From an optimization exercise on the open Yosys and OpenROAD flow, aimed at a short achievable clock period and few clock cycles; shortcuts taken in it are not production practice. Where RTL was checked, it was by simulation tests only, not by an equivalence proof against the original. For runs 5 to 7, only the layout was checked, not whether the RTL still works. The clock cells of runs 1 and 3 to 7 come from the design's own scripts or RTL, not from TritonCTS. The flow treats the clock pin as an ideal source. Dropping or thinning the clock tree relies on that and would not hold on a real chip. No activity file was given, so power comes from the tool's default toggle rates.

**flow/flow/run.sh**
```bash
#!/bin/bash
# Standard ORFS layout, except that the clock tree is built by flow/cts_hook.tcl
# (a two-level tree of clkbuf_16: clock port -> 4 buffers -> leaf buffers ->
# flip-flops) in place of TritonCTS. Everything else is the standard.sh.
set -euo pipefail
export PRE_CTS_TCL="$PWD/flow/cts_hook.tcl"
bash standard.sh > "$PWD/standard_flow.log" 2>&1
```
**flow/flow/cts_hook.tcl**
```tcl
# Custom clock tree, run as ORFS's PRE_CTS_TCL hook on the placed design.
# The clock port drives NMID clkbuf_16, each driving NSUB leaf clkbuf_16, each
# driving an equal share of the flip-flops, grouped by recursive bisection of
# their placed locations. TritonCTS is then skipped.

set ccts_nmid 4
set ccts_nsub 3
if {[info exists ::env(CCTS_NMID)]} { set ccts_nmid $::env(CCTS_NMID) }
if {[info exists ::env(CCTS_NSUB)]} { set ccts_nsub $::env(CCTS_NSUB) }

proc ccts_center {it} {
  set box [[$it getInst] getBBox]
  return [list [expr {([$box xMin] + [$box xMax]) / 2}] [expr {([$box yMin] + [$box yMax]) / 2}]]
}

# items: list of {x y payload}; split into n groups of near-equal size
proc ccts_split {items n} {
  if {$n <= 1} { return [list $items] }
  set xs [lmap i $items {lindex $i 0}]
  set ys [lmap i $items {lindex $i 1}]
  set dx [expr {[tcl::mathfunc::max {*}$xs] - [tcl::mathfunc::min {*}$xs]}]
  set dy [expr {[tcl::mathfunc::max {*}$ys] - [tcl::mathfunc::min {*}$ys]}]
  set key [expr {$dx >= $dy ? 0 : 1}]
  set sorted [lsort -integer -index $key $items]
  set n1 [expr {$n / 2}]
  set n2 [expr {$n - $n1}]
  set cut [expr {round([llength $sorted] * double($n1) / $n)}]
  set a [lrange $sorted 0 [expr {$cut - 1}]]
  set b [lrange $sorted $cut end]
  return [concat [ccts_split $a $n1] [ccts_split $b $n2]]
}

proc ccts_centroid {items} {
  set sx 0.0; set sy 0.0
  foreach i $items { set sx [expr {$sx + [lindex $i 0]}]; set sy [expr {$sy + [lindex $i 1]}] }
  set k [llength $items]
  return [list [expr {round($sx / $k)}] [expr {round($sy / $k)}]]
}

proc ccts_buffer {block master name x y innet} {
  set inst [odb::dbInst_create $block $master $name]
  set w [[$inst getMaster] getWidth]
  set h [[$inst getMaster] getHeight]
  $inst setLocation [expr {$x - $w / 2}] [expr {$y - $h / 2}]
  $inst setPlacementStatus PLACED
  set net [odb::dbNet_create $block "${name}_net"]
  $net setSigType CLOCK
  [$inst findITerm A] connect $innet
  [$inst findITerm X] connect $net
  return $net
}

set block [ord::get_db_block]
set master [[ord::get_db] findMaster sky130_fd_sc_hd__clkbuf_16]
set clknet [$block findNet clk]
$clknet setSigType CLOCK

# Move each flip-flop that drives an output port's buffer next to that buffer,
# so the flip-flop's output wire is short; detailed placement legalizes it.
set die [$block getDieArea]
set dcx [expr {([$die xMin] + [$die xMax]) / 2}]
set dcy [expr {([$die yMin] + [$die yMax]) / 2}]
foreach bt [$block getBTerms] {
  if {[$bt getIoType] ne "OUTPUT"} { continue }
  set n [$bt getNet]
  if {$n eq "NULL"} { continue }
  set buf ""
  foreach it [$n getITerms] { if {[$it isOutputSignal]} { set buf [$it getInst] } }
  if {$buf eq ""} { continue }
  set a [$buf findITerm A]
  if {$a eq "NULL" || [$a getNet] eq "NULL"} { continue }
  set ff ""
  foreach it [[$a getNet] getITerms] { if {[$it isOutputSignal]} { set ff [$it getInst] } }
  if {$ff eq "" || ![string match "*dfxtp*" [[$ff getMaster] getName]]} { continue }
  set bb [$buf getBBox]
  set bx [expr {([$bb xMin] + [$bb xMax]) / 2}]
  set by [expr {([$bb yMin] + [$bb yMax]) / 2}]
  set dx [expr {$dcx - $bx}]
  set dy [expr {$dcy - $by}]
  set d [expr {sqrt($dx * $dx + $dy * $dy) + 1.0}]
  set step 6000
  set fx [expr {round($bx + $step * $dx / $d - [[$ff getMaster] getWidth] / 2)}]
  set fy [expr {round($by + $step * $dy / $d - [[$ff getMaster] getHeight] / 2)}]
  $ff setLocation $fx $fy
  puts "ccts: [$ff getName] moved next to [$buf getName]"
}

set sinks {}
foreach it [$clknet getITerms] {
  lassign [ccts_center $it] x y
  lappend sinks [list $x $y $it]
}
puts "ccts: [llength $sinks] clock sinks, $ccts_nmid x $ccts_nsub leaf buffers"

set mi 0
foreach mgroup [ccts_split $sinks $ccts_nmid] {
  set leaves [ccts_split $mgroup $ccts_nsub]
  set lcent [lmap l $leaves {ccts_centroid $l}]
  lassign [ccts_centroid $lcent] mx my
  set mnet [ccts_buffer $block $master "ccts_mid_$mi" $mx $my $clknet]
  set li 0
  foreach l $leaves c $lcent {
    lassign $c lx ly
    set lnet [ccts_buffer $block $master "ccts_leaf_${mi}_$li" $lx $ly $mnet]
    foreach s $l {
      set it [lindex $s 2]
      $it disconnect
      $it connect $lnet
    }
    puts "ccts: leaf ${mi}_$li at $lx $ly drives [llength $l] sinks"
    incr li
  }
  incr mi
}

global_connect
set_propagated_clock [all_clocks]

# TritonCTS is replaced by the tree above.
rename clock_tree_synthesis ccts_unused_clock_tree_synthesis
proc clock_tree_synthesis {args} { puts "ccts: TritonCTS skipped" }
```
**flow/standard.sh**
```bash
#!/bin/bash
# synth_recipe.tcl (not shown) runs the flow's synth.tcl, then flattens the netlist and writes it again
# the make line also repeats each setting of config.mk as NAME=value (left out here)
make -C /OpenROAD-flow-scripts/flow DESIGN_CONFIG=/design/flow/config.mk WORK_HOME=/design/flow/orfs CLKGATE_MAP_FILE= SYNTH_SCRIPT=/design/flow/synth_recipe.tcl "${@:-finish}"
```
**flow/config.mk**
```make
export PLATFORM = sky130hd
export DESIGN_NAME = procesamiento
export DESIGN_NICKNAME = procesamiento
export VERILOG_FILES = /design/flow/design.v
export SDC_FILE = /design/flow/constraint.sdc
export NUM_CORES = 4
export LEC_CHECK = 0
export ABC_CLOCK_PERIOD_IN_PS = 1500
export CAP_MARGIN = 20
export CORE_MARGIN = 2
export CORE_UTILIZATION = 60
export PLACE_DENSITY = 0.7
export SETUP_SLACK_MARGIN = 3.5
export SLEW_MARGIN = 20
export TNS_END_PERCENT = 100
```
**flow/constraint.sdc**
```tcl
create_clock -name core_clock -period 5.0 [get_ports {clk}]
set_input_delay 1.0000 -clock core_clock [delete_from_list [all_inputs] [get_ports {clk}]]
set_output_delay 1.0000 -clock core_clock [all_outputs]
set_load 0.01 [all_outputs]
```
**flow/design.v**
```verilog
`timescale 10ns / 1ns
module procesamiento#(
		parameter n = 120,
		parameter m = 160,
		parameter AW = 15,
		parameter DW = 12
		)
		(
		clk,
		rst,
		init_procesamiento,
		proc_addr_in,
		proc_data_in,
		color,
		figure,
		done
   );
input clk;
input rst;
input init_procesamiento;
output reg [AW-1:0] proc_addr_in;
input [DW-1:0] proc_data_in;
output reg [1:0] color;
output reg [1:0] figure;
output reg done;
localparam [14:0] IDLE_ADDR = 15'd158;    
reg init_q;                      
reg busy, rdv;
reg s0, s1, sA, s159, s160;      
reg s0go;                        
reg first, fin, lastrow;
reg [7:0] pc;
reg [5:0] r;
reg [14:0] addr_p1;              
reg lo_ones;                     
reg [14:0] an;                   
reg [14:0] bm, b0;               
reg [14:0] c159;                 
reg Snz;                         
reg fin7, fin8;                  
wire start = ~busy & init_q;
wire rowend = (s159 & ~Snz) | s160;
wire sel_bm = s0go | (s0 & start);
wire sel_p1 = s1 | (sA & ~s159);
wire sel_c159 = s159 & Snz;
wire [14:0] inc = {lo_ones ? addr_p1[14:5] + 10'd1 : addr_p1[14:5], addr_p1[4:0] + 5'd1};
always @(posedge clk) init_q <= ~rst & init_procesamiento;
always @(posedge clk) begin
	if (sel_bm) proc_addr_in <= bm;
	else if (sel_p1) proc_addr_in <= addr_p1;
	else if (sel_c159) proc_addr_in <= c159;
	else proc_addr_in <= an;
	addr_p1 <= s0 ? b0 : inc;
	lo_ones <= s0 ? &b0[4:0] : addr_p1[4:0] == 5'd30;
	if (sel_bm) begin
		an <= lastrow ? IDLE_ADDR : an + 15'd480;
		bm <= bm + 15'd480;
		b0 <= b0 + 15'd480;
	end else if (~busy) begin
		an <= IDLE_ADDR; bm <= 15'h7fff; b0 <= 15'd0;
	end
	if (rowend) c159 <= c159 + 15'd480;
	else if (~busy) c159 <= 15'd159;
end
always @(posedge clk) begin
	if (rst) begin
		busy <= 0; rdv <= 0;
		s0 <= 1; s1 <= 0; sA <= 0; s159 <= 0; s160 <= 0; s0go <= 0;
		first <= 1; fin <= 0; lastrow <= 0;
		pc <= 0; r <= 0;
	end else begin
		if (fin8) busy <= 0;
		if (start) begin busy <= 1; rdv <= 1; end
		if (s0 & (rdv | start)) begin
			if (fin) begin
				rdv <= 0; first <= 1; fin <= 0; r <= 0; lastrow <= 0;
			end else begin
				s0 <= 0; s1 <= 1;
			end
		end
		if (s1) begin
			s1 <= 0; sA <= 1;
		end
		pc <= s1 ? 8'd3 : pc + 8'd1;
		if (sA & ~s159) s159 <= (pc == 8'd159);
		if (sel_c159) begin
			sA <= 0; s159 <= 0; s160 <= 1;
		end
		s0go <= rowend & ~lastrow;
		if (rowend) begin
			sA <= 0; s159 <= 0; s160 <= 0; s0 <= 1;
			first <= 0;
			fin <= lastrow;
			r <= r + 6'd1;
			lastrow <= (r == 6'd38);
		end
	end
end
reg [11:0] d1;
reg f1_p0, f1_first, f1_fin, f1_pa, f1_p159, f1_p160;
always @(posedge clk) begin
	d1 <= proc_data_in;
	f1_first <= first;
	f1_fin <= fin;
	if (rst) begin
		f1_p0 <= 0; f1_pa <= 0; f1_p159 <= 0; f1_p160 <= 0;
	end else begin
		f1_p0 <= (rdv | start) & s0;
		f1_pa <= sA;
		f1_p159 <= s159;
		f1_p160 <= s160;
	end
end
reg [11:0] t2, Sreg;
reg nz2, nz157, en2, re2, fin2, clr2;
wire nz1 = |d1;
wire en1 = (f1_pa & nz2) | f1_p160 | (f1_p0 & ~f1_first & nz157);
always @(posedge clk) begin
	nz2 <= nz1;
	t2 <= en1 ? (f1_p0 ? Sreg : d1) : 12'd0;
	if (f1_p0) begin Sreg <= d1; Snz <= nz1; end
	if (f1_p159) nz157 <= nz1;
	if (rst) begin
		en2 <= 0; re2 <= 0; fin2 <= 0; clr2 <= 0;
	end else begin
		en2 <= en1;
		re2 <= f1_p0 & ~f1_first;
		fin2 <= f1_p0 & f1_fin;
		clr2 <= f1_p0 & f1_first;
	end
end
reg [3:0] R0, R1, R2, G0, G1, G2, B0, B1, B2;
reg [4:0] R3, G3, B3;
reg Rk0, Rk1, Rk2, Gk0, Gk1, Gk2, Bk0, Bk1, Bk2;
reg [7:0] w, wf, wprev;
reg wvld, wgt;
reg [5:0] fv, am;
reg rf3, rf4, rf5, fin3, fin4, fin5, fin6;
always @(posedge clk) begin
	if (clr2) begin
		{Rk0, R0} <= 0; {Rk1, R1} <= 0; {Rk2, R2} <= 0; R3 <= 0;
		{Gk0, G0} <= 0; {Gk1, G1} <= 0; {Gk2, G2} <= 0; G3 <= 0;
		{Bk0, B0} <= 0; {Bk1, B1} <= 0; {Bk2, B2} <= 0; B3 <= 0;
	end else begin
		{Rk0, R0} <= R0 + t2[11:8];
		{Rk1, R1} <= R1 + Rk0;
		{Rk2, R2} <= R2 + Rk1;
		R3 <= R3 + Rk2;
		{Gk0, G0} <= G0 + t2[7:4];
		{Gk1, G1} <= G1 + Gk0;
		{Gk2, G2} <= G2 + Gk1;
		G3 <= G3 + Gk2;
		{Bk0, B0} <= B0 + t2[3:0];
		{Bk1, B1} <= B1 + Bk0;
		{Bk2, B2} <= B2 + Bk1;
		B3 <= B3 + Bk2;
	end
	if (clr2 | rf3) w <= 0;
	else w <= w + en2;
	if (rf3) wf <= w;
	if (rf4) begin
		wvld <= wf > 8'd7;
		wgt <= wprev < wf;
	end
	if (clr2) begin
		fv <= 0; am <= 0; wprev <= 0;
	end else begin
		if (rf4) wprev <= wf;
		if (rf5 & wvld) begin
			fv <= fv + 6'd1;
			if (wgt) am <= am + 6'd1;
		end
	end
	if (rst) begin
		rf3 <= 0; rf4 <= 0; rf5 <= 0;
		fin3 <= 0; fin4 <= 0; fin5 <= 0; fin6 <= 0; fin7 <= 0; fin8 <= 0;
	end else begin
		rf3 <= re2;
		rf4 <= rf3;
		rf5 <= rf4;
		fin3 <= fin2;
		fin4 <= fin3;
		fin5 <= fin4;
		fin6 <= fin5;
		fin7 <= fin6;
		fin8 <= fin7;
	end
end
wire [16:0] R = {R3, R2, R1, R0};
wire [16:0] G = {G3, G2, G1, G0};
wire [16:0] B = {B3, B2, B1, B0};
function [2:0] cmp3;             
	input [5:0] a, b;
	cmp3 = {a > b, a < b, a == b};
endfunction
reg [2:0] cRG2, cRG1, cRG0, cRB2, cRB1, cRB0, cGB2, cGB1, cGB0;
reg rg, gr, rb, br, gb, bg;
reg fa, fb, fz;
always @(posedge clk) begin
	cRG2 <= cmp3({1'b0, R[16:12]}, {1'b0, G[16:12]}); cRG1 <= cmp3(R[11:6], G[11:6]); cRG0 <= cmp3(R[5:0], G[5:0]);
	cRB2 <= cmp3({1'b0, R[16:12]}, {1'b0, B[16:12]}); cRB1 <= cmp3(R[11:6], B[11:6]); cRB0 <= cmp3(R[5:0], B[5:0]);
	cGB2 <= cmp3({1'b0, G[16:12]}, {1'b0, B[16:12]}); cGB1 <= cmp3(G[11:6], B[11:6]); cGB0 <= cmp3(G[5:0], B[5:0]);
	rg <= cRG2[2] | (cRG2[0] & (cRG1[2] | (cRG1[0] & cRG0[2])));
	gr <= cRG2[1] | (cRG2[0] & (cRG1[1] | (cRG1[0] & cRG0[1])));
	rb <= cRB2[2] | (cRB2[0] & (cRB1[2] | (cRB1[0] & cRB0[2])));
	br <= cRB2[1] | (cRB2[0] & (cRB1[1] | (cRB1[0] & cRB0[1])));
	gb <= cGB2[2] | (cGB2[0] & (cGB1[2] | (cGB1[0] & cGB0[2])));
	bg <= cGB2[1] | (cGB2[0] & (cGB1[1] | (cGB1[0] & cGB0[1])));
	fa <= fv >= am && am > (fv >> 1);
	fb <= (fv >> 1) >= am && am > (fv >> 2);
	fz <= fv > 0;
end
always @(posedge clk) begin
	if (rst) begin
		done <= 0; color <= 0; figure <= 0;
	end else if (start) begin
		done <= 0;
	end else if (fin8) begin
		done <= 1;
		if (rg & rb) color <= 2'd1;
		else if (gr & gb) color <= 2'd2;
		else if (br & bg) color <= 2'd3;
		else color <= 2'd0;
		if (fa) figure <= 2'd1;
		else if (fb) figure <= 2'd2;
		else if (fz) figure <= 2'd3;
		else figure <= 2'd0;
	end
end
endmodule
```
==> results.ini, run 1 <==
[outcome]
status = complete, no violations

[worst_setup_path]
path_cells = buf_2
cp_slowest_cell = dfxtp_2
critical-path-max-stage-delay_ns = 0.32
startpoint_type = flop
cp_top_family = flip-flops
r2r_start = b0[6]
critPathBufInv = 1
end_kind = output pin
rrSetupSlack_ns = 3.38
cp.required_ns = 4.00
crit_type = flop to output pin
timing.critical_path.fanout_max = 1
startpoint = proc_addr_in[12]
crit_arrival_ns = 0.75

[global_route]
antenna_found_initial = 0
grt_max_degree = 53
grt_pass1_wl_um = 39200
grt_overflow = 0
grt_pass1_vias = 8122
track_usage = 0.211

[synth]
synthCells = 1215
synth_edf_count = 74
synth-main-ff-cell = dfxtp_1
yosysMostFrequentCell = dfxtp_1
synthesis.area_um2 = 12600
synth.area.top_cells = dfxtp_1 34%, edfxtp_1 18%, ha_1 12%, nor2_1 4.0%, xnor2_1 2.9%
synthTopCellsByCount = 217 x dfxtp_1, 133 x nor2_1, 118 x ha_1
syn_area_per_cell_um2 = 10.4
yosysUniqueCellTypes = 56
ys_seq_area_frac = 0.521
ys_warn_count = 1
synthesis.nets = 1351
yosysTopAreaCell = dfxtp_1
synthArstFlopShare = 0
ys_ff_latch = 291
synth_top_area_frac = 0.345

[timing]
rsz0062_at_grt = yes
final_hold_viol_count = 0
worst_pin_slew_ns = 0.607
setup_violations = 0
slew_headroom = 0.595
setup_tns_ns = 0
layout_min_cycle_time_ns = 1.75
drv_slew = 0
clock-skew-final_ns = 0.00946
period_share = 0.350
clock.fmax_mhz = 571

[place]
io_buffer_count = 34
gp_congestion = 0.793
hpwl_um = 15500

[die]
die_w_um = 149
die_h_um = 149
start_util = 0.606
placementRows = 53
io_pins = 35
design.core.area_um2 = 20800
dieArea_um2 = 22200

[detailed_routing]
routed_via_density = 5.46
postRouteWirelength_um = 24800
dr.pass1.iters = 5
drtIter0Drc = 448
wire_per_inst_um = 15.6
drc = 0
final_antenna_net_count = 0
vias = 8671

[final_layout]
fillers = 1496
fin_util = 0.719
drive_gt1_frac = 0.214
antenna_cells = 0
fin_nets = 1452
areaGrowthSynthToFinish_pct = 18.7

[run]
max_cap_violations = 0

[clocking]
cts_hold_buf = 0
clkSlewWorstSetupHoldPaths_ns = 0.09
insertion_delay_ns = 0.30

[hold_path]
hold_class = flop to flop
min_from = first

[pwr]
vdd_drop_max_mv = 0.266
leakage_nw = 6.18
total_power_mw = 5.58
power.density_nw_per_um2 = 373

==> metal layers <==
layer / wire length, um / up-vias / global-route usage
li1: - / 4385 / -
met1: 11400 / 4129 / 0.295
met2: 12100 / 128 / 0.365
met3: 869 / 29 / 0.0180
met4: 441 / 0 / 0.0362
met5: 0 / - / 0
==> sequential cells by signal, indices dropped and copies added (netlist names), 10 cells and up <==
name          count
Sreg             12
addr_p1          15
an               10
b0               10
bm               10
c159             10
d1               12
proc_addr_in     15
t2               12
==> through the flow <==
stage / area [um^2] / setup slack, ns / instances / hold WS, ns
global route: 15000 / 3.22 / 1589 / 0.381
CTS: 14200 / 3.25 / 1551 / 0.368
finish: 15000 / 3.25 / 1589 / 0.363
detailed placement: 13200 / 2.27 / 1492 / 0.350
global placement: 13200 / 2.29 / 1492 / 0.352
floorplan: 12700 / 3.48 / 1215 / 0.323
==> placed cells by master, fill, tap and decap left out, drive strengths merged, types with 6 or more instances in the layout <==
master,count
nor3,22
xnor2,42
and3,21
buf,102
o21ai,42
ha,118
nor2,133
a21o,26
edfxtp,74
or2,7
nor2b,44
a211oi,17
or3,14
inv,90
clkdlybuf4s50,13
a21oi,48
nor4,6
nand2b,12
mux2i,21
nand3,52
nand4,13
nand2,71
xor2,37
clkbuf,16
dfxtp,217
==> cells by family (layout without fill, tap and decap cells) <==
kind of cell,count (synthesis),count (layout),synth area share
AND/OR/NAND/NOR,415,415,0.163
flip-flops,291,291,0.521
AO/OA/AOI/OAI,162,165,0.0817
buffers and inverters,125,221,0.0401
adder cells (fa/ha/maj),121,121,0.122
XOR/XNOR,79,79,0.0549
multiplexers,22,22,0.0176
==> layout make-up <==
class / instances / area (um^2) / area share
sequential: 291 / 6640 / 0.444
multi-input combinational: 802 / 6240 / 0.417
timing repair buffer: 115 / 1000 / 0.0669
buffer: 16 / 400 / 0.0268
tap: 275 / 344 / 0.0230
inverter: 90 / 340 / 0.0227
==> repair_timing <==
item                                   in CTS  in global routing
setup endpoints to repair                 228                128
pin swaps                                  27                 38
buffers inserted                           40                 38
cloned                                      3                  0
endpoints found under the hold margin       0                  0
resized for setup                         189                100
==> report_power, final <==
group / switching [mW] / internal (mW)
Combinational: 0.660 / 0.706
Sequential: 0.221 / 2.75
Clock: 0.665 / 0.578
==> path summary, 6_finish.rpt <==
| kind | cells after the start | endpoint |
|---|---|---|
| worst min register to register | 0 | f1_first |
| worst max-delay path | 1 | proc_addr_in[12] |
| worst min-delay path | 0 | f1_first |
| worst max register to register | 4 | b0[12] |
Testbench counts, summed over its fixed seeds: cycles 615,628.
==> run 2, diff against run 1 <==
==> flow/flow/run.sh (replaced) <==
#!/bin/bash
# Standard ORFS layout, except that the clock tree is built by flow/cts_hook.tcl
# (a two-level tree of clock inverters: clock port -> 4 inverters -> leaf inverters ->
# flip-flops) in place of TritonCTS. Everything else is the standard.sh.
set -euo pipefail
export PRE_CTS_TCL="$PWD/flow/cts_hook.tcl"
bash standard.sh > "$PWD/standard_flow.log" 2>&1
--- a/flow/flow/cts_hook.tcl
+++ b/flow/flow/cts_hook.tcl
@@ -1,10 +1,13 @@
 # Custom clock tree, run as ORFS's PRE_CTS_TCL hook on the placed design.
-# The clock port drives NMID clkbuf_16, each driving NSUB leaf clkbuf_16, each
-# driving an equal share of the flip-flops, grouped by recursive bisection of
-# their placed locations. TritonCTS is then skipped.
+# The clock port drives NMID clock inverters, each driving NSUB leaf clock
+# inverters, each driving an equal share of the flip-flops, grouped by
+# recursive bisection of their placed locations; the two inversions cancel.
+# TritonCTS is then skipped.
 
 set ccts_nmid 4
-set ccts_nsub 3
+set ccts_nsub 2
+set ccts_mid sky130_fd_sc_hd__clkinv_16
+set ccts_leaf sky130_fd_sc_hd__clkinv_16
 if {[info exists ::env(CCTS_NMID)]} { set ccts_nmid $::env(CCTS_NMID) }
 if {[info exists ::env(CCTS_NSUB)]} { set ccts_nsub $::env(CCTS_NSUB) }
 
@@ -46,12 +49,15 @@
   set net [odb::dbNet_create $block "${name}_net"]
   $net setSigType CLOCK
   [$inst findITerm A] connect $innet
-  [$inst findITerm X] connect $net
+  set out [$inst findITerm X]
+  if {$out eq "NULL"} { set out [$inst findITerm Y] }
+  $out connect $net
   return $net
 }
 
 set block [ord::get_db_block]
-set master [[ord::get_db] findMaster sky130_fd_sc_hd__clkbuf_16]
+set master [[ord::get_db] findMaster $ccts_mid]
+set lmaster [[ord::get_db] findMaster $ccts_leaf]
 set clknet [$block findNet clk]
 $clknet setSigType CLOCK
 
@@ -101,7 +107,7 @@
   set li 0
   foreach l $leaves c $lcent {
     lassign $c lx ly
-    set lnet [ccts_buffer $block $master "ccts_leaf_${mi}_$li" $lx $ly $mnet]
+    set lnet [ccts_buffer $block $lmaster "ccts_leaf_${mi}_$li" $lx $ly $mnet]
     foreach s $l {
       set it [lindex $s 2]
       $it disconnect
==> results.ini, run 2 <==
[synth]
synth-main-ff-cell = dfxtp_1
synthCells = 1215  ; unchanged
synthSimpleGateAreaFrac = 0.163  ; unchanged
synth_top_family_by_area = simple AND/OR/NAND/NOR gates
ys_ff_latch = 291  ; unchanged
syn_area_per_cell_um2 = 10.4  ; unchanged
synth_edf_count = 74  ; unchanged
synthMuxAreaShare = 0.0176  ; unchanged
synth_xor_area_frac = 0.0549  ; unchanged
synthArstFlopShare = 0  ; unchanged
synth_compound_area_frac = 0.0817  ; unchanged
yosysMostFrequentCell = dfxtp_1
synth_top_area_frac = 0.345  ; unchanged
yosysUniqueCellTypes = 56  ; unchanged
ys_warn_count = 1  ; unchanged
yosys.area_share.adder = 0.122  ; unchanged
ys_seq_area_frac = 0.521  ; unchanged
yosysTopAreaCell = dfxtp_1
synth.area.top_cells = dfxtp_1 34%, edfxtp_1 18%, ha_1 12%, nor2_1 4.0%, xnor2_1 2.9%
synthesis.nets = 1351  ; unchanged
synthTopCellsByCount = 217 x dfxtp_1, 133 x nor2_1, 118 x ha_1
synthesis.area_um2 = 12600  ; unchanged

[outcome]
status = stopped before the end
stop_error = [ERROR DPL-0038] Utilization greater than 100%, impossible to legalize
flow.stopped_at = clock tree synthesis

[die]
die_h_um = 149  ; unchanged
start_util = 0.606  ; unchanged
io_pins = 35  ; unchanged
placementRows = 53  ; unchanged
die_w_um = 149  ; unchanged

[place]
hpwl_um = 15500  ; unchanged
io_buffer_count = 34  ; unchanged
gp_congestion = 0.793  ; unchanged

==> run 2: how the worst min path moves through the flow <==
stage | startpoint | endpoint | slack [ns] | cells past startpoint
after floorplan | first | f1_first | 0.32 | 0
after global placement | first | f1_first | 0.35 | 0
after detailed placement | first | f1_first | 0.35 | 0
==> run 2: power by group through the flow <==
stage	clock [mW]	sequential, mW	combinational (mW)
global placement	0	3.00	0.997
detailed placement	0	3.00	1.02
floorplan	0	2.94	0.761
==> run 2: cells by family after synthesis <==
group	count (synthesis)
DFF	291
and+or+nand+nor	415
buffers and inverters	125
adders and majority gates	121
xor gates and xnor gates	79
AOI/OAI and AO/OA	162
muxes	22
==> run 2: metrics by stage <==
stage	cells	worst slack [ns]	hold slack, ns	cell area (um^2)	utilization
after floorplan	1215	3.48	0.323	12700	-
after global placement	1492	2.29	0.352	13200	0.633
after detailed placement	1492	2.27	0.350	13200	0.633
==> run 3, diff against run 2 <==
--- a/flow/flow/cts_hook.tcl
+++ b/flow/flow/cts_hook.tcl
@@ -125,3 +125,8 @@
 # TritonCTS is replaced by the tree above.
 rename clock_tree_synthesis ccts_unused_clock_tree_synthesis
 proc clock_tree_synthesis {args} { puts "ccts: TritonCTS skipped" }
+
+# repair_clock_inverters would clone the leaf inverters next to every
+# flip-flop; the tree above is already placed as intended.
+rename repair_clock_inverters ccts_unused_repair_clock_inverters
+proc repair_clock_inverters {args} { puts "ccts: repair_clock_inverters skipped" }
==> results.ini, run 3 <==
[synth]
ys_ff_latch = 291  ; unchanged
yosysTopAreaCell = dfxtp_1
synthCells = 1215  ; unchanged
yosysUniqueCellTypes = 56  ; unchanged
ys_seq_area_frac = 0.521  ; unchanged
synthesis.nets = 1351  ; unchanged
synthArstFlopShare = 0  ; unchanged
synth_edf_count = 74  ; unchanged
synthTopCellsByCount = 217 x dfxtp_1, 133 x nor2_1, 118 x ha_1
synth-main-ff-cell = dfxtp_1
synth_top_area_frac = 0.345  ; unchanged
synthesis.area_um2 = 12600  ; unchanged
syn_area_per_cell_um2 = 10.4  ; unchanged
synth.area.top_cells = dfxtp_1 34%, edfxtp_1 18%, ha_1 12%, nor2_1 4.0%, xnor2_1 2.9%
yosysMostFrequentCell = dfxtp_1
ys_warn_count = 1  ; unchanged

[detailed_routing]
wire_per_inst_um = 15.8
postRouteWirelength_um = 25000
drtIter0Drc = 434
dr.pass1.iters = 5
vias = 8686
final_antenna_net_count = 0
drc = 0
routed_via_density = 5.49

[final_layout]
fin_area_um2 = 14900
instances_no_fill = 1581
largestRegisters = addr_p1 x15, proc_addr_in x15
areaGrowthSynthToFinish_pct = 18.4
layout_commonest_cell = dfxtp_1
drive_gt1_frac = 0.210
final_cell_mix = 171 x dfxtp_1, 132 x nor2_1, 97 x ha_1
fin_util = 0.717
fin_nets = 1444
antenna_cells = 0

[timing]
clock-skew-final_ns = 0.0107
worst_pin_slew_ns = 0.804
drv_slew = 0
whs_ns = 0.369
slew_headroom = 0.464
setup_violations = 0
clock.fmax_mhz = 610
layout_min_cycle_time_ns = 1.64
layout_setup_ws_ns = 3.36
rsz0062_at_grt = yes
setup_tns_ns = 0
period_share = 0.328
final_hold_viol_count = 0

[global_route]
grt_max_degree = 53
grt_pass1_wl_um = 38900
antenna_found_initial = 0
track_usage = 0.209
grt_pass1_vias = 8106
grt_overflow = 0

[pwr]
leakage_nw = 6.12
total_power_mw = 5.33
vdd_drop_max_mv = 0.196
power.density_nw_per_um2 = 357

[place]
io_buffer_count = 34  ; unchanged
dpl_cell_area_um2 = 13200  ; unchanged
gp_congestion = 0.793  ; unchanged
hpwl_um = 15500  ; unchanged
dpl.cell_count = 1492  ; unchanged
dp_slack_ns = 2.27  ; unchanged

[worst_setup_path]
cp_slowest_cell = or4_4
cp.required_ns = 4.92
end_kind = flop
critical-path-max-stage-delay_ns = 0.60
startpoint_type = flop
rr_worst_depth = 4
path_cells = or4_4, nand4_1, xor2_1, nor2_1
timing.critical_path.fanout_max = 4
crit_type = flop to flop
crit_arrival_ns = 1.56

[die]
start_util = 0.606  ; unchanged
io_pins = 35  ; unchanged
placementRows = 53  ; unchanged
dieArea_um2 = 22200
design.core.area_um2 = 20800
die_w_um = 149  ; unchanged
die_h_um = 149  ; unchanged

[clocking]
cts_hold_buf = 0
insertion_delay_ns = 0.16
clkSlewWorstSetupHoldPaths_ns = 0.08

[hold_path]
hold_class = flop to flop
hold_depth = 0

[run]
max_cap_violations = 0

[outcome]
status = complete, no violations

## run 3: power by group
| part | internal, mW | switching (mW) | leakage, nW |
|---|---|---|---|
| sequential | 2.75 | 0.221 | 2.53 |
| combinational | 0.697 | 0.652 | 3.46 |
| clock | 0.207 | 0.797 | 0.137 |
| total | 3.66 | 1.67 | 6.12 |
## run 3: final timing paths
| check | startpoint | endpoint | slack (ns) |
|---|---|---|---|
| setup / recovery | an[5] | an[14] | 3.36 |
| setup reg to reg | an[5] | an[14] | 3.36 |
| hold reg to reg | first | f1_first | 0.37 |
| hold / removal | first | f1_first | 0.37 |
## run 3: area by class of cell
class,instances,area (um^2)
fill,1485,5890
inverter,102,703
multi-input combinational,801,6200
sequential,291,6650
tap,275,344
timing repair buffer,112,1040
## run 3: cell families (layout without fill, tap and decap cells)
group	after synthesis	count (layout)	synth area share
AOI/OAI and AO/OA	162	164	0.0817
and+or+nand+nor	415	415	0.163
xor gates and xnor gates	79	79	0.0549
adders and majority gates	121	121	0.122
muxes	22	22	0.0176
DFF	291	291	0.521
buffers and inverters	125	214	0.0401
## run 3: critical path: cells and delay by family (launching register included)
kind          cells  cell delay [ns]
xor+xnor          1             0.16
simple gates      3             0.81
flops             1             0.43
## run 3: routing by layer
metal / global-route usage / wire length, um / up-vias
met5: 0 / 0 / -
met4: 0.0319 / 479 / 0
met3: 0.0110 / 773 / 34
met2: 0.359 / 11900 / 148
met1: 0.302 / 11900 / 4133
li1: - / - / 4371
## run 3: timing repair
action                                  4_1_cts  5_1_grt
endpoints found under the setup margin      226      116
gates cloned                                  2        3
endpoints found under the hold margin         0        0
pin swaps                                    26       48
buffers inserted                             39       33
gates resized for setup                     183      108
==> run 4, diff against run 3 <==
--- a/flow/flow/cts_hook.tcl
+++ b/flow/flow/cts_hook.tcl
@@ -5,9 +5,9 @@
 # TritonCTS is then skipped.
 
 set ccts_nmid 4
-set ccts_nsub 2
+set ccts_nsub 3
 set ccts_mid sky130_fd_sc_hd__clkinv_16
-set ccts_leaf sky130_fd_sc_hd__clkinv_16
+set ccts_leaf sky130_fd_sc_hd__clkinv_8
 if {[info exists ::env(CCTS_NMID)]} { set ccts_nmid $::env(CCTS_NMID) }
 if {[info exists ::env(CCTS_NSUB)]} { set ccts_nsub $::env(CCTS_NSUB) }
 
==> results.ini, run 4 <==
[global_route]
track_usage = 0.213  ; +0.00373
grt_max_degree = 53  ; unchanged
antenna_found_initial = 0  ; unchanged
grt_overflow = 0  ; unchanged
grt_pass1_wl_um = 39500  ; +1.6%
grt_pass1_vias = 8142  ; +0.44%

[final_layout]
drive_gt1_frac = 0.215  ; +0.00481
largestRegisters = addr_p1 x15, proc_addr_in x15
antenna_cells = 0  ; unchanged
final_cell_mix = 172 x dfxtp_1, 132 x nor2_1, 98 x ha_1
fin_nets = 1452  ; +0.55%
fin_area_um2 = 14900  ; -0.44%
areaGrowthSynthToFinish_pct = 17.9
instances_no_fill = 1589  ; +0.51%
layout_commonest_cell = dfxtp_1
fin_util = 0.714  ; -0.00312

[timing]
whs_ns = 0.364  ; -0.00482 ns
drv_slew = 0  ; unchanged
setup_tns_ns = 0  ; unchanged
setup_violations = 0  ; unchanged
slew_headroom = 0.467  ; +0.00365
period_share = 0.329  ; +0.00125
final_hold_viol_count = 0  ; unchanged
rsz0062_at_grt = yes
layout_min_cycle_time_ns = 1.65  ; +0.00627 ns
clock.fmax_mhz = 607  ; -0.38%
worst_pin_slew_ns = 0.799  ; -0.00547 ns
clock-skew-final_ns = 0.0103  ; -0.000439 ns

[synth]
yosys.area_share.adder = 0.122  ; unchanged
ys_ff_latch = 291  ; unchanged
synth_xor_area_frac = 0.0549  ; unchanged
synthesis.nets = 1351  ; unchanged
synth-main-ff-cell = dfxtp_1
yosysUniqueCellTypes = 56  ; unchanged
ys_seq_area_frac = 0.521  ; unchanged
synth.area.top_cells = dfxtp_1 34%, edfxtp_1 18%, ha_1 12%, nor2_1 4.0%, xnor2_1 2.9%
synth_edf_count = 74  ; unchanged
synth_compound_area_frac = 0.0817  ; unchanged
synth_top_area_frac = 0.345  ; unchanged
syn_area_per_cell_um2 = 10.4  ; unchanged
synthArstFlopShare = 0  ; unchanged
synthSimpleGateAreaFrac = 0.163  ; unchanged
synth_top_family_by_area = simple AND/OR/NAND/NOR gates
yosysTopAreaCell = dfxtp_1
synthMuxAreaShare = 0.0176  ; unchanged
ys_warn_count = 1  ; unchanged
synthCells = 1215  ; unchanged
synthTopCellsByCount = 217 x dfxtp_1, 133 x nor2_1, 118 x ha_1
yosysMostFrequentCell = dfxtp_1
synthesis.area_um2 = 12600  ; unchanged

[place]
dpl_cell_area_um2 = 13200  ; unchanged
hpwl_um = 15500  ; unchanged
dpl.cell_count = 1492  ; unchanged
gp_congestion = 0.793  ; unchanged
io_buffer_count = 34  ; unchanged

[worst_setup_path]
cp.required_ns = 4.89  ; -0.03 ns
startpoint_type = flop
worst-path-stages = 4  ; unchanged
crit_path_end = b0[14]
r2r_start = b0[5]
rr_worst_depth = 4  ; unchanged
r2r-end = b0[14]
rrSetupSlack_ns = 3.35  ; about the same
crit_arrival_ns = 1.53  ; -0.03 ns
crit_type = flop to flop
critPathBufInv = 0  ; unchanged
path_cells = or4_4, nand4_1, xor2_1, nor2_1
timing.critical_path.fanout_max = 4  ; unchanged
end_kind = flop
cp_top_family = simple AND/OR/NAND/NOR gates
cp_slowest_cell = or4_4
startpoint = b0[5]
critical-path-max-stage-delay_ns = 0.61  ; about the same

[detailed_routing]
postRouteWirelength_um = 24900  ; -0.48%
vias = 8726  ; +0.46%
wire_per_inst_um = 15.7  ; -0.98%
final_antenna_net_count = 0  ; unchanged
drtIter0Drc = 431  ; -0.69%
dr.pass1.iters = 5  ; unchanged
routed_via_density = 5.49  ; about the same
drc = 0  ; unchanged

[run]
max_cap_violations = 0  ; unchanged

[pwr]
power.density_nw_per_um2 = 355  ; -0.40%
vdd_drop_max_mv = 0.266  ; +36%
leakage_nw = 6.11  ; -0.17%

[die]
placementRows = 53  ; unchanged
design.core.area_um2 = 20800  ; unchanged
start_util = 0.606  ; unchanged
die_h_um = 149  ; unchanged
dieArea_um2 = 22200  ; unchanged
io_pins = 35  ; unchanged
die_w_um = 149  ; unchanged

[clocking]
insertion_delay_ns = 0.16  ; about the same
clkSlewWorstSetupHoldPaths_ns = 0.09  ; about the same

[outcome]
status = complete, no violations

[hold_path]
hold_class = flop to flop

run 4: cell counts after synthesis:
No cell type changed its count.
run 4: cell type report:
class	instances	area [um^2]
multi-input combinational	801	6190
fill	1498	5950
inverter	106	658
sequential	291	6650
timing repair buffer	116	1030
tap	275	344
run 4: power by group:
| part | switching [mW] | internal (mW) | total, mW |
|---|---|---|---|
| Combinational | 0.662 | 0.700 | 1.36 |
| Clock | 0.769 | 0.181 | 0.951 |
| Sequential | 0.219 | 2.75 | 2.97 |
run 4: what timing repair did:
action / CTS / global route
setup buffers: 42 / 35
cloned: 2 / 2
setup endpoints to repair: 228 / 118
pin swaps: 27 / 43
gates resized for setup: 193 / 95
endpoints found under the hold margin: 0 / 0
hold buffers: 0 / 0
run 4: cells by family (layout without fill, tap and decap cells):
| family | after synthesis | count (layout) |
|---|---|---|
| buffers and inverters | 125 | 222 |
| muxes | 22 | 22 |
| DFF | 291 | 291 |
| adders and majority gates | 121 | 121 |
| xor gates and xnor gates | 79 | 79 |
| AOI/OAI and AO/OA | 162 | 164 |
| and+or+nand+nor | 415 | 415 |
run 4: worst min path at each step:
| stage | cells past startpoint | end | start |
|---|---|---|---|
| 2_1_floorplan | 0 | f1_first | first |
| 3_3_place_gp | 0 | f1_first | first |
| 3_5_place_dp | 0 | f1_first | first |
| 4_1_cts | 0 | f1_first | first |
| 5_1_grt | 0 | f1_first | first |
| 6_report | 0 | f1_first | first |
run 4: metal layers:
layer	vias to the layer above	GRT usage	part of all wire
met5	-	0	0
met4	0	0.0319	0.016
met3	31	0.0183	0.034
met2	165	0.368	0.48
met1	4145	0.300	0.47
li1	4385	-	-
run 4: per-stage QoR:
stage          setup slack, ns  power, mW
2_1_floorplan             3.48       3.71
3_3_place_gp              2.29       3.99
3_5_place_dp              2.27       4.02
4_1_cts                   3.39       5.08
5_1_grt                   3.27       5.61
6_report                  3.35       5.28
==> run 5, diff against run 4 <==
--- a/flow/design.v
+++ b/flow/design.v
@@ -24,13 +24,15 @@
 output reg [1:0] figure;
 output reg done;
 localparam [14:0] IDLE_ADDR = 15'd158;    
+reg rst_q;
+always @(posedge clk) rst_q <= rst;
 reg init_q;                      
 reg busy, rdv;
 reg s0, s1, sA, s159, s160;      
 reg s0go;                        
-reg first, fin, lastrow;
+reg first, fin;
 reg [7:0] pc;
-reg [5:0] r;
+reg [5:0] rn;                    
 reg [14:0] addr_p1;              
 reg lo_ones;                     
 reg [14:0] an;                   
@@ -39,11 +41,13 @@
 reg Snz;                         
 reg fin7, fin8;                  
 wire start = ~busy & init_q;
+wire lastrow = rn == 6'd0;       
 wire rowend = (s159 & ~Snz) | s160;
 wire sel_bm = s0go | (s0 & start);
 wire sel_p1 = s1 | (sA & ~s159);
 wire sel_c159 = s159 & Snz;
 wire [14:0] inc = {lo_ones ? addr_p1[14:5] + 10'd1 : addr_p1[14:5], addr_p1[4:0] + 5'd1};
+wire [14:0] base = {rn, 9'd0} - {4'd0, rn, 5'd0};     
 always @(posedge clk) init_q <= ~rst & init_procesamiento;
 always @(posedge clk) begin
 	if (sel_bm) proc_addr_in <= bm;
@@ -52,32 +56,28 @@
 	else proc_addr_in <= an;
 	addr_p1 <= s0 ? b0 : inc;
 	lo_ones <= s0 ? &b0[4:0] : addr_p1[4:0] == 5'd30;
-	if (sel_bm) begin
-		an <= lastrow ? IDLE_ADDR : an + 15'd480;
-		bm <= bm + 15'd480;
-		b0 <= b0 + 15'd480;
-	end else if (~busy) begin
-		an <= IDLE_ADDR; bm <= 15'h7fff; b0 <= 15'd0;
-	end
-	if (rowend) c159 <= c159 + 15'd480;
-	else if (~busy) c159 <= 15'd159;
-end
-always @(posedge clk) begin
-	if (rst) begin
+	an <= base + 15'd158;
+	bm <= base - 15'd1;
+	b0 <= base;
+	c159 <= lastrow ? 15'd18879 : base - 15'd321;
+end
+always @(posedge clk) begin
+	if (rst_q) begin
 		busy <= 0; rdv <= 0;
 		s0 <= 1; s1 <= 0; sA <= 0; s159 <= 0; s160 <= 0; s0go <= 0;
-		first <= 1; fin <= 0; lastrow <= 0;
-		pc <= 0; r <= 0;
+		first <= 1; fin <= 0;
+		pc <= 0; rn <= 0;
 	end else begin
 		if (fin8) busy <= 0;
 		if (start) begin busy <= 1; rdv <= 1; end
 		if (s0 & (rdv | start)) begin
 			if (fin) begin
-				rdv <= 0; first <= 1; fin <= 0; r <= 0; lastrow <= 0;
+				rdv <= 0; first <= 1; fin <= 0;
 			end else begin
 				s0 <= 0; s1 <= 1;
 			end
 		end
+		if (sel_bm) rn <= (rn == 6'd39) ? 6'd0 : rn + 6'd1;
 		if (s1) begin
 			s1 <= 0; sA <= 1;
 		end
@@ -91,8 +91,6 @@
 			sA <= 0; s159 <= 0; s160 <= 0; s0 <= 1;
 			first <= 0;
 			fin <= lastrow;
-			r <= r + 6'd1;
-			lastrow <= (r == 6'd38);
 		end
 	end
 end
@@ -102,7 +100,7 @@
 	d1 <= proc_data_in;
 	f1_first <= first;
 	f1_fin <= fin;
-	if (rst) begin
+	if (rst_q) begin
 		f1_p0 <= 0; f1_pa <= 0; f1_p159 <= 0; f1_p160 <= 0;
 	end else begin
 		f1_p0 <= (rdv | start) & s0;
@@ -120,7 +118,7 @@
 	t2 <= en1 ? (f1_p0 ? Sreg : d1) : 12'd0;
 	if (f1_p0) begin Sreg <= d1; Snz <= nz1; end
 	if (f1_p159) nz157 <= nz1;
-	if (rst) begin
+	if (rst_q) begin
 		en2 <= 0; re2 <= 0; fin2 <= 0; clr2 <= 0;
 	end else begin
 		en2 <= en1;
@@ -132,7 +130,7 @@
 reg [3:0] R0, R1, R2, G0, G1, G2, B0, B1, B2;
 reg [4:0] R3, G3, B3;
 reg Rk0, Rk1, Rk2, Gk0, Gk1, Gk2, Bk0, Bk1, Bk2;
-reg [7:0] w, wf, wprev;
+reg [7:0] w, wq, wprev;
 reg wvld, wgt;
 reg [5:0] fv, am;
 reg rf3, rf4, rf5, fin3, fin4, fin5, fin6;
@@ -157,21 +155,18 @@
 	end
 	if (clr2 | rf3) w <= 0;
 	else w <= w + en2;
-	if (rf3) wf <= w;
-	if (rf4) begin
-		wvld <= wf > 8'd7;
-		wgt <= wprev < wf;
-	end
+	wq <= w;
+	wvld <= wq > 8'd7;
+	wgt <= wprev < wq;
+	if (clr2) wprev <= 0;
+	else if (rf4) wprev <= wq;
 	if (clr2) begin
-		fv <= 0; am <= 0; wprev <= 0;
-	end else begin
-		if (rf4) wprev <= wf;
-		if (rf5 & wvld) begin
-			fv <= fv + 6'd1;
-			if (wgt) am <= am + 6'd1;
-		end
-	end
-	if (rst) begin
+		fv <= 0; am <= 0;
+	end else begin
+		fv <= fv + (rf5 & wvld);
+		am <= am + (rf5 & wvld & wgt);
+	end
+	if (rst_q) begin
 		rf3 <= 0; rf4 <= 0; rf5 <= 0;
 		fin3 <= 0; fin4 <= 0; fin5 <= 0; fin6 <= 0; fin7 <= 0; fin8 <= 0;
 	end else begin
@@ -211,7 +206,7 @@
 	fz <= fv > 0;
 end
 always @(posedge clk) begin
-	if (rst) begin
+	if (rst_q) begin
 		done <= 0; color <= 0; figure <= 0;
 	end else if (start) begin
 		done <= 0;
--- a/flow/flow/cts_hook.tcl
+++ b/flow/flow/cts_hook.tcl
@@ -5,9 +5,9 @@
 # TritonCTS is then skipped.
 
 set ccts_nmid 4
-set ccts_nsub 3
+set ccts_nsub 2
 set ccts_mid sky130_fd_sc_hd__clkinv_16
-set ccts_leaf sky130_fd_sc_hd__clkinv_8
+set ccts_leaf sky130_fd_sc_hd__clkinv_16
 if {[info exists ::env(CCTS_NMID)]} { set ccts_nmid $::env(CCTS_NMID) }
 if {[info exists ::env(CCTS_NSUB)]} { set ccts_nsub $::env(CCTS_NSUB) }
 
==> results.ini, run 5 <==
[outcome]
status = complete, no violations

[synth]
synth_edf_count = 24  ; -68%
synthesis.nets = 1314  ; -2.7%
syn_area_per_cell_um2 = 10.2  ; -1.5%
synth-main-ff-cell = dfxtp_1
synth.area.top_cells = dfxtp_1 44%, ha_1 13%, edfxtp_1 6.0%, nor2_1 4.2%, xnor2_1 3.4%
synthSimpleGateAreaFrac = 0.150  ; -0.0132
yosysMostFrequentCell = dfxtp_1
synth_top_area_frac = 0.443  ; +0.0985
yosys.area_share.adder = 0.135  ; +0.0127
yosysTopAreaCell = dfxtp_1
yosysUniqueCellTypes = 57  ; +1.8%
synth_compound_area_frac = 0.0779  ; -0.00373
ys_ff_latch = 289  ; -0.69%
synthCells = 1172  ; -3.5%
synthesis.area_um2 = 12000  ; -5.0%
synthArstFlopShare = 0  ; unchanged
synthMuxAreaShare = 0.0354  ; +0.0179
synth_xor_area_frac = 0.0579  ; +0.00301
synth_top_family_by_area = simple AND/OR/NAND/NOR gates
synthTopCellsByCount = 265 x dfxtp_1, 133 x nor2_1, 124 x ha_1
ys_seq_area_frac = 0.503  ; -0.0176
ys_warn_count = 1  ; unchanged

[pwr]
total_power_mw = 5.52  ; +4.4%
leakage_nw = 6.33  ; +3.5%
power.density_nw_per_um2 = 374  ; +5.2%
vdd_drop_max_mv = 0.220  ; -17%

[final_layout]
multi_input_area_um2 = 6410  ; +3.5%
drive_gt1_frac = 0.265  ; +0.0509
antenna_cells = 0  ; unchanged
fin_util = 0.756  ; +0.0420
final_cell_mix = 208 x dfxtp_1, 129 x nor2_1, 97 x ha_1
fin_area_um2 = 14800  ; -0.71%
fin_nets = 1421  ; -2.1%
areaGrowthSynthToFinish_pct = 23.3
largestRegisters = addr_p1 x15, proc_addr_in x15
instances_no_fill = 1542  ; -3.0%
fillers = 1326  ; -11%
layout_commonest_cell = dfxtp_1
register_area_um2 = 6130  ; -7.7%

[die]
io_pins = 35  ; unchanged
design.core.area_um2 = 19500  ; -6.2%
placementRows = 51  ; -3.8%
dieArea_um2 = 21100  ; -4.9%
die_w_um = 145  ; -2.5%
die_h_um = 145  ; -2.5%
start_util = 0.613  ; +0.00777

[timing]
rsz0062_at_grt = yes
setup_tns_ns = 0  ; unchanged
setup_violations = 0  ; unchanged
layout_min_cycle_time_ns = 2.11  ; +0.467 ns
drv_slew = 0  ; unchanged
slew_headroom = 0.653  ; +0.185
worst_pin_slew_ns = 0.520  ; -0.279 ns
clock.fmax_mhz = 473  ; -22%
final_hold_viol_count = 0  ; unchanged
clock-skew-final_ns = 0.0116  ; +0.00134 ns
period_share = 0.423  ; +0.0935

[worst_setup_path]
end_kind = flop
cp.required_ns = 5.04  ; +0.15 ns
crit_arrival_ns = 2.16  ; +0.63 ns
startpoint_type = flop
cp_top_family = simple AND/OR/NAND/NOR gates
timing.critical_path.fanout_max = 4  ; unchanged
cp_slowest_cell = or3b_4
path_cells = inv_2, ha_4, a211o_4, or3b_4, xnor2_4, buf_6, nand4b_1, xnor2_1
critPathBufInv = 2  ; +2
critical-path-max-stage-delay_ns = 0.41  ; -0.20 ns
crit_type = flop to flop

[global_route]
grt_max_degree = 46  ; -13%
grt_overflow = 0  ; unchanged
antenna_found_initial = 0  ; unchanged
grt_pass1_vias = 7899  ; -3.0%
grt_pass1_wl_um = 37900  ; -3.9%
track_usage = 0.208  ; -0.00535

[place]
gp_congestion = 0.850  ; +7.1%
hpwl_um = 14400  ; -6.9%
dpl_cell_area_um2 = 12600  ; -4.1%
io_buffer_count = 34  ; unchanged
dpl.cell_count = 1440  ; -3.5%

[detailed_routing]
routed_via_density = 5.28  ; -3.9%
drc = 0  ; unchanged
wire_per_inst_um = 15.4  ; -1.4%
postRouteWirelength_um = 23800  ; -4.3%
dr.pass1.iters = 8  ; +3
drtIter0Drc = 431  ; unchanged
final_antenna_net_count = 0  ; unchanged
vias = 8137  ; -6.7%

[clocking]
insertion_delay_ns = 0.17  ; about the same
clkSlewWorstSetupHoldPaths_ns = 0.08  ; about the same

[run]
max_cap_violations = 0  ; unchanged

[hold_path]
hold_class = flop to flop

==> run 5: cell count changes in the layout (fill, tap and decap cells not counted), moves of 9 or more <==
cell / previous run / this run
clkinv_8: 12 / 0
a21oi_1: 35 / 24
or3_1: 13 / 0
dfxtp_1: 172 / 208
o21ai_0: 37 / 20
and3_1: 18 / 6
nand3_1: 51 / 41
nand2_1: 61 / 44
buf_6: 19 / 41
a21o_1: 22 / 33
xor2_1: 37 / 27
ha_4: 16 / 25
edfxtp_1: 74 / 24
buf_4: 74 / 64
==> run 5: worst paths after layout <==
check | slack (ns) | depth (start not counted) | to | start
max | 2.89 | 8 | bm[14] | rn[5]
min | 0.35 | 0 | f1_first | first
max reg2reg | 2.89 | 8 | bm[14] | rn[5]
min reg2reg | 0.35 | 0 | f1_first | first
==> run 5: power by group <==
part,total (mW),internal (mW),switching (mW)
Sequential,2.93,2.71,0.219
Combinational,1.60,0.817,0.782
Clock,0.985,0.206,0.779
Total,5.52,3.74,1.78
==> run 5: kinds of logic (layout without fill, tap and decap cells) <==
family,count (synthesis),after routing
AO/OA/AOI/OAI,145,146
XOR/XNOR,77,77
adder cells (fa/ha/maj),127,127
buffers and inverters,130,233
flip-flops,289,289
multiplexers,41,41
AND/OR/NAND/NOR,363,364
==> run 5: area by class of cell <==
| type | count | share of cell area |
|---|---|---|
| flip-flops and latches | 289 | 0.415 |
| inverters | 107 | 0.0496 |
| multi-input cells | 755 | 0.434 |
| repair buffers | 126 | 0.0786 |
| well taps | 265 | 0.0225 |
==> run 5: worst reg2reg max path, cell delays in order, from the launching register on <==
cell	delay [ns]
dfxtp_2	0.34
inv_2	0.05
ha_4	0.25
a211o_4	0.35
or3b_4	0.41
xnor2_4	0.17
buf_6	0.15
nand4b_1	0.12
xnor2_1	0.15
==> run 5: metrics by stage <==
step | setup WS, ns | hold slack [ns]
after floorplan | 2.84 | 0.326
after global placement | 2.70 | 0.336
after detailed placement | 2.64 | 0.335
after CTS | 2.95 | 0.353
after global routing | 2.80 | 0.359
final | 2.89 | 0.352
==> run 5: what timing repair did <==
action,4_1_cts,5_1_grt
setup buffers,57,31
setup endpoints to repair,154,81
pin swaps,47,67
gates cloned,0,2
hold buffers,0,0
gates resized for setup,214,152
==> run 5: per-layer routing <==
metal  track usage  up-vias  part of all wire
li1              -     4134                 -
met1         0.289     3834              0.47
met2         0.371      134              0.49
met3        0.0101       35             0.023
met4        0.0230        0             0.019
met5             0        -                 0
==> run 6, diff against run 5 <==
--- a/flow/design.v
+++ b/flow/design.v
@@ -47,7 +47,16 @@
 wire sel_p1 = s1 | (sA & ~s159);
 wire sel_c159 = s159 & Snz;
 wire [14:0] inc = {lo_ones ? addr_p1[14:5] + 10'd1 : addr_p1[14:5], addr_p1[4:0] + 5'd1};
-wire [14:0] base = {rn, 9'd0} - {4'd0, rn, 5'd0};     
+function [14:0] row_tab;
+	input [5:0] k;
+	input integer off;           
+	integer i;
+	begin
+		row_tab = 15'd0;
+		for (i = 0; i < 40; i = i + 1)
+			row_tab = row_tab | ({15{k == i}} & ((480 * i + off + 32768) % 32768));
+	end
+endfunction
 always @(posedge clk) init_q <= ~rst & init_procesamiento;
 always @(posedge clk) begin
 	if (sel_bm) proc_addr_in <= bm;
@@ -56,10 +65,10 @@
 	else proc_addr_in <= an;
 	addr_p1 <= s0 ? b0 : inc;
 	lo_ones <= s0 ? &b0[4:0] : addr_p1[4:0] == 5'd30;
-	an <= base + 15'd158;
-	bm <= base - 15'd1;
-	b0 <= base;
-	c159 <= lastrow ? 15'd18879 : base - 15'd321;
+	an <= row_tab(rn, 158);
+	bm <= row_tab(rn, -1);
+	b0 <= row_tab(rn, 0);
+	c159 <= lastrow ? 15'd18879 : row_tab(rn, -321);
 end
 always @(posedge clk) begin
 	if (rst_q) begin
==> results.ini, run 6 <==
[outcome]
status = complete, no violations

[timing]
layout_min_cycle_time_ns = 1.85  ; -0.269 ns
drv_slew = 0  ; unchanged
period_share = 0.369  ; -0.0538
worst_pin_slew_ns = 0.591  ; +0.0714 ns
clock-skew-final_ns = 0.0118  ; +0.000113 ns
final_hold_viol_count = 0  ; unchanged
setup_violations = 0  ; unchanged
rsz0062_at_grt = yes
setup_tns_ns = 0  ; unchanged
slew_headroom = 0.602  ; -0.0513
clock.fmax_mhz = 542  ; +15%
whs_ns = 0.363  ; +0.0108 ns

[die]
die_w_um = 150  ; +3.6%
placementRows = 53  ; +3.9%
dieArea_um2 = 22600  ; +7.2%
start_util = 0.612  ; -0.00124
die_h_um = 150  ; +3.6%
design.core.area_um2 = 21000  ; +7.7%
io_pins = 35  ; unchanged

[pwr]
total_power_mw = 5.28  ; -4.3%
vdd_drop_max_mv = 0.225  ; +2.2%
power.density_nw_per_um2 = 346  ; -7.3%
leakage_nw = 6.35  ; +0.36%

[synth]
synth-main-ff-cell = dfxtp_1
synthesis.nets = 1475  ; +12%
synthCells = 1340  ; +14%
synth_edf_count = 24  ; unchanged
synth_top_area_frac = 0.415  ; -0.0276
yosysUniqueCellTypes = 83  ; +46%
synth.area.top_cells = dfxtp_1 42%, ha_1 11%, edfxtp_1 5.6%, nor2_1 4.3%, nor2b_1 3.0%
synthesis.area_um2 = 12900  ; +7.4%
synthArstFlopShare = 0  ; unchanged
yosysMostFrequentCell = dfxtp_1
syn_area_per_cell_um2 = 9.60  ; -6.0%
ys_seq_area_frac = 0.471  ; -0.0317
ys_ff_latch = 291  ; +0.69%
synthTopCellsByCount = 267 x dfxtp_1, 148 x nor2_1, 117 x ha_1
yosysTopAreaCell = dfxtp_1
ys_warn_count = 1  ; unchanged

[worst_setup_path]
end_kind = flop
worst-path-stages = 8  ; unchanged
timing.critical_path.fanout_max = 6  ; +2
crit_arrival_ns = 1.89  ; -0.27 ns
crit_path_end = an[7]
cp_top_family = simple AND/OR/NAND/NOR gates
path_cells = inv_4, ha_4, or2_4, buf_4, a22oi_2, o21bai_2, nor3_2, nand3_1
cp.required_ns = 5.05  ; about the same
cp_slowest_cell = dfxtp_4
crit_type = flop to flop
critPathBufInv = 2  ; unchanged
rr_worst_depth = 8  ; unchanged
startpoint = rn[0]
r2r_start = rn[0]
rrSetupSlack_ns = 3.15  ; +0.27 ns
critical-path-max-stage-delay_ns = 0.41  ; about the same
r2r-end = an[7]
startpoint_type = flop

[final_layout]
fillers = 1498  ; +13%
register_area_um2 = 6170  ; +0.69%
largestRegisters = addr_p1 x15, proc_addr_in x15
final_cell_mix = 214 x dfxtp_1, 137 x nor2_1, 97 x ha_1
layout_commonest_cell = dfxtp_1
fin_util = 0.725  ; -0.0309
fin_nets = 1548  ; +8.9%
fin_area_um2 = 15200  ; +3.3%
drive_gt1_frac = 0.221  ; -0.0443
multi_input_area_um2 = 7010  ; +9.4%
areaGrowthSynthToFinish_pct = 18.5
antenna_cells = 0  ; unchanged

[run]
max_cap_violations = 0  ; unchanged

[global_route]
grt_max_degree = 56  ; +22%
grt_pass1_wl_um = 45900  ; +21%
track_usage = 0.246  ; +0.0380
grt_overflow = 0  ; unchanged
grt_pass1_vias = 9378  ; +19%
antenna_found_initial = 1  ; +1

[detailed_routing]
dr.pass1.iters = 8  ; unchanged
vias = 9683  ; +19%
drtIter0Drc = 790  ; +83%
drc = 0  ; unchanged
final_antenna_net_count = 0  ; unchanged
routed_via_density = 5.74  ; +8.8%
postRouteWirelength_um = 29300  ; +23%
wire_per_inst_um = 17.4  ; +13%

[clocking]
insertion_delay_ns = 0.17  ; about the same
clkSlewWorstSetupHoldPaths_ns = 0.08  ; about the same

[place]
io_buffer_count = 34  ; unchanged
hpwl_um = 18000  ; +25%
gp_congestion = 0.941  ; +11%
dpl_cell_area_um2 = 13400  ; +6.3%

[hold_path]
hold_class = flop to flop

## run 6: area by class of cell
type / instances / share of cell area
inverters: 100 / 0.0461
well taps: 275 / 0.0226
multi-input cells: 909 / 0.460
repair buffers: 111 / 0.0663
flip-flops and latches: 291 / 0.405
## run 6: logic make-up after synthesis
family,synth area share
adders and majority gates,0.118
xor gates and xnor gates,0.0402
AOI/OAI and AO/OA,0.118
buffers and inverters,0.0487
muxes,0.0181
and+or+nand+nor,0.185
DFF,0.471
## run 6: metrics by stage
stage / instances / setup slack, ns
floorplan: 1340 / 3.34
global route: 1686 / 3.09
CTS: 1659 / 3.21
global placement: 1600 / 2.56
finish: 1686 / 3.15
detailed placement: 1600 / 2.53
## run 6: how the worst min path moves through the flow
stage	startpoint	to	slack, ns	cells after the start
3_3_place_gp	first	f1_first	0.34	0
4_1_cts	first	f1_first	0.36	0
6_report	first	f1_first	0.36	0
3_5_place_dp	first	f1_first	0.34	0
2_1_floorplan	first	f1_first	0.33	0
5_1_grt	first	f1_first	0.38	0
## run 6: worst reg2reg max path, delay by kind of cell, from the launching register on
kind / cells / cell delay [ns]
AO/OA/AOI/OAI: 2 / 0.31
adder cells (fa/ha/maj): 1 / 0.19
buffers and inverters: 2 / 0.22
flip-flops: 1 / 0.41
AND/OR/NAND/NOR: 3 / 0.59
## run 6: metal layers
layer | track usage | vias to the layer above | part of all wire
met5 | 0 | - | 0
met4 | 0.0608 | 0 | 0.029
met3 | 0.0230 | 95 | 0.056
met2 | 0.403 | 341 | 0.46
met1 | 0.351 | 4518 | 0.45
li1 | - | 4729 | -
## run 6: what timing repair did
action                     in CTS  in global routing
setup endpoints to repair     187                104
hold buffers                    0                  0
gates resized for setup       228                104
setup buffers                  45                 26
gates cloned                    2                  1
pin swaps                      53                 48
## run 6: power breakdown
part / internal, mW / total, mW / switching, mW
Clock: 0.206 / 0.989 / 0.782
Sequential: 2.69 / 2.90 / 0.211
Combinational: 0.700 / 1.40 / 0.695
Total: 3.59 / 5.28 / 1.69
==> run 7, diff against run 6 <==
--- a/flow/design.v
+++ b/flow/design.v
@@ -32,7 +32,7 @@
 reg s0go;                        
 reg first, fin;
 reg [7:0] pc;
-reg [5:0] rn;                    
+reg [39:0] rn;                   
 reg [14:0] addr_p1;              
 reg lo_ones;                     
 reg [14:0] an;                   
@@ -41,20 +41,20 @@
 reg Snz;                         
 reg fin7, fin8;                  
 wire start = ~busy & init_q;
-wire lastrow = rn == 6'd0;       
+wire lastrow = rn[0];            
 wire rowend = (s159 & ~Snz) | s160;
 wire sel_bm = s0go | (s0 & start);
 wire sel_p1 = s1 | (sA & ~s159);
 wire sel_c159 = s159 & Snz;
 wire [14:0] inc = {lo_ones ? addr_p1[14:5] + 10'd1 : addr_p1[14:5], addr_p1[4:0] + 5'd1};
 function [14:0] row_tab;
-	input [5:0] k;
+	input [39:0] k;
 	input integer off;           
 	integer i;
 	begin
 		row_tab = 15'd0;
 		for (i = 0; i < 40; i = i + 1)
-			row_tab = row_tab | ({15{k == i}} & ((480 * i + off + 32768) % 32768));
+			row_tab = row_tab | ({15{k[i]}} & ((480 * i + off + 32768) % 32768));
 	end
 endfunction
 always @(posedge clk) init_q <= ~rst & init_procesamiento;
@@ -75,7 +75,7 @@
 		busy <= 0; rdv <= 0;
 		s0 <= 1; s1 <= 0; sA <= 0; s159 <= 0; s160 <= 0; s0go <= 0;
 		first <= 1; fin <= 0;
-		pc <= 0; rn <= 0;
+		pc <= 0; rn <= 40'd1;
 	end else begin
 		if (fin8) busy <= 0;
 		if (start) begin busy <= 1; rdv <= 1; end
@@ -86,7 +86,7 @@
 				s0 <= 0; s1 <= 1;
 			end
 		end
-		if (sel_bm) rn <= (rn == 6'd39) ? 6'd0 : rn + 6'd1;
+		if (sel_bm) rn <= {rn[38:0], rn[39]};
 		if (s1) begin
 			s1 <= 0; sA <= 1;
 		end
==> results.ini, run 7 <==
[outcome]
status = complete, no violations

[synth]
yosysUniqueCellTypes = 56  ; -33%
synth_top_area_frac = 0.458  ; +0.0429
yosysTopAreaCell = dfxtp_1
synthTopCellsByCount = 301 x dfxtp_1, 156 x nand2_1, 145 x nor2_1
synthCells = 1379  ; +2.9%
synth_edf_count = 24  ; unchanged
syn_area_per_cell_um2 = 9.53  ; -0.71%
synthesis.nets = 1510  ; +2.4%
yosysMostFrequentCell = dfxtp_1
ys_seq_area_frac = 0.513  ; +0.0417
ys_warn_count = 1  ; unchanged
synthesis.area_um2 = 13100  ; +2.2%
synth-main-ff-cell = dfxtp_1
synthArstFlopShare = 0  ; unchanged
synth.area.top_cells = dfxtp_1 46%, ha_1 11%, edfxtp_1 5.5%, nand2_1 4.5%, nor2_1 4.1%
ys_ff_latch = 325  ; +12%

[die]
dieArea_um2 = 23100  ; +2.1%
placementRows = 54  ; +1.9%
io_pins = 35  ; unchanged
start_util = 0.606  ; -0.00590
die_h_um = 152  ; +1.1%
die_w_um = 152  ; +1.1%
design.core.area_um2 = 21700  ; +3.2%

[pwr]
vdd_drop_max_mv = 0.309  ; +37%
leakage_nw = 6.39  ; +0.66%
power.density_nw_per_um2 = 359  ; +3.6%

[place]
gp_congestion = 0.927  ; -1.4%
dpl.cell_count = 1644  ; +2.8%
hpwl_um = 18200  ; +0.68%
dpl_cell_area_um2 = 13700  ; +2.0%
io_buffer_count = 34  ; unchanged

[detailed_routing]
wire_per_inst_um = 16.4  ; -5.7%
vias = 9502  ; -1.9%
routed_via_density = 5.56  ; -3.2%
final_antenna_net_count = 0  ; unchanged
met1_length_um = 13400  ; +1.7%
top_layer = met4
met2_length_um = 13000  ; -4.3%
postRouteWirelength_um = 28000  ; -4.4%
drc = 0  ; unchanged
drtIter0Drc = 638  ; -19%
dr.pass1.iters = 5  ; -3
met3WireLength_um = 973  ; -40%

[worst_setup_path]
timing.critical_path.fanout_max = 4  ; -2
crit_type = flop to flop
crit_arrival_ns = 1.93  ; +0.04 ns
end_kind = flop
cp.required_ns = 5.05  ; about the same
startpoint_type = flop

[global_route]
grt_overflow = 0  ; unchanged
track_usage = 0.227  ; -0.0191
grt_max_degree = 74  ; +32%
grt_pass1_wl_um = 44900  ; -2.1%
antenna_found_initial = 0  ; -1
grt_pass1_vias = 8973  ; -4.3%

[final_layout]
areaGrowthSynthToFinish_pct = 16.2
antenna_cells = 0  ; unchanged
fin_nets = 1562  ; +0.90%
drive_gt1_frac = 0.183  ; -0.0385
final_cell_mix = 233 x dfxtp_1, 153 x nand2_1, 138 x nor2_1
largestRegisters = rn x40, addr_p1 x15, proc_addr_in x15
top_register = rn
fin_area_um2 = 15300  ; +0.20%
largest_register_ffs = 40
register_area_um2 = 6870  ; +11%
fillers = 1690  ; +13%
instances_no_fill = 1709  ; +1.4%
multi_input_area_um2 = 6540  ; -6.7%
fin_util = 0.704  ; -0.0209
layout_commonest_cell = dfxtp_1

[timing]
clock-skew-final_ns = 0.0127  ; +0.000915 ns
period_share = 0.375  ; +0.00610
layout_min_cycle_time_ns = 1.88  ; +0.0305 ns
drv_slew = 0  ; unchanged
worst_pin_slew_ns = 0.585  ; -0.00646 ns
clock.fmax_mhz = 533  ; -1.6%
setup_tns_ns = 0  ; unchanged
final_hold_viol_count = 0  ; unchanged
setup_violations = 0  ; unchanged
slew_headroom = 0.609  ; +0.00794
rsz0062_at_grt = yes

[hold_path]
hold_class = flop to flop

[clocking]
clkSlewWorstSetupHoldPaths_ns = 0.09  ; about the same
insertion_delay_ns = 0.17  ; about the same
cts_hold_buf = 0  ; unchanged

[run]
max_cap_violations = 0  ; unchanged

-- run 7: per-layer routing --
layer  track usage  vias up
met5             0        -
met4        0.0378        0
met3        0.0145       56
met2         0.375      192
met1         0.335     4500
li1              -     4754
-- run 7: stage by stage --
stage / hold slack (ns) / power [mW] / worst slack, ns
after CTS: 0.360 / 5.34 / 3.10
after global routing: 0.368 / 5.79 / 3.06
after detailed placement: 0.344 / 4.17 / 2.60
after floorplan: 0.331 / 3.86 / 3.22
after global placement: 0.337 / 4.13 / 2.71
final: 0.358 / 5.48 / 3.12
-- run 7: cell families after synthesis --
group | synth area share
flops | 0.513
compound gates | 0.0831
simple gates | 0.199
buf+inv | 0.0402
mux | 0.0168
fa+ha+maj | 0.112
xor+xnor | 0.0360
-- run 7: area by class of cell --
class | count | share of cell area
flip-flops and latches | 325 | 0.450
multi-input cells | 921 | 0.428
repair buffers | 87 | 0.0540
inverters | 96 | 0.0447
well taps | 280 | 0.0229
-- run 7: path summary, 6_finish.rpt --
check / startpoint / to / slack (ns) / depth (start not counted)
min reg2reg: w[0] / wq[0] / 0.36 / 0
max: rn[23] / bm[13] / 3.12 / 4
max reg2reg: rn[23] / bm[13] / 3.12 / 4
min: w[0] / wq[0] / 0.36 / 0
-- run 7: what timing repair did --
item                                    4_1_cts  5_1_grt
resized for setup                           197      116
cloned                                        2        2
setup buffers                                25       24
endpoints found under the setup margin      175      126
pin swaps                                    27       40
-- run 7: where the power goes --
group / leakage [nW] / internal, mW / switching [mW] / total (mW)
logic: 3.52 / 0.634 / 0.639 / 1.27
clock network: 0.137 / 0.210 / 0.860 / 1.07
registers: 2.73 / 2.93 / 0.204 / 3.14
total: 6.39 / 3.78 / 1.70 / 5.48
-- run 7: worst max-delay path, cell delays in order (launching register included) --
cell      delay [ns]
dfxtp_4         0.36
or2_1           0.25
or4_4           0.46
nand4b_1        0.26
or3_4           0.42

Check on run 7: ideal ports give 3.124 ns setup slack; a clkbuf_16 on the clock port and buf_2 on the inputs give 3.124 ns; moving port delays by the midpoint clock arrival (0.384 ns) as well gives 3.124 ns.
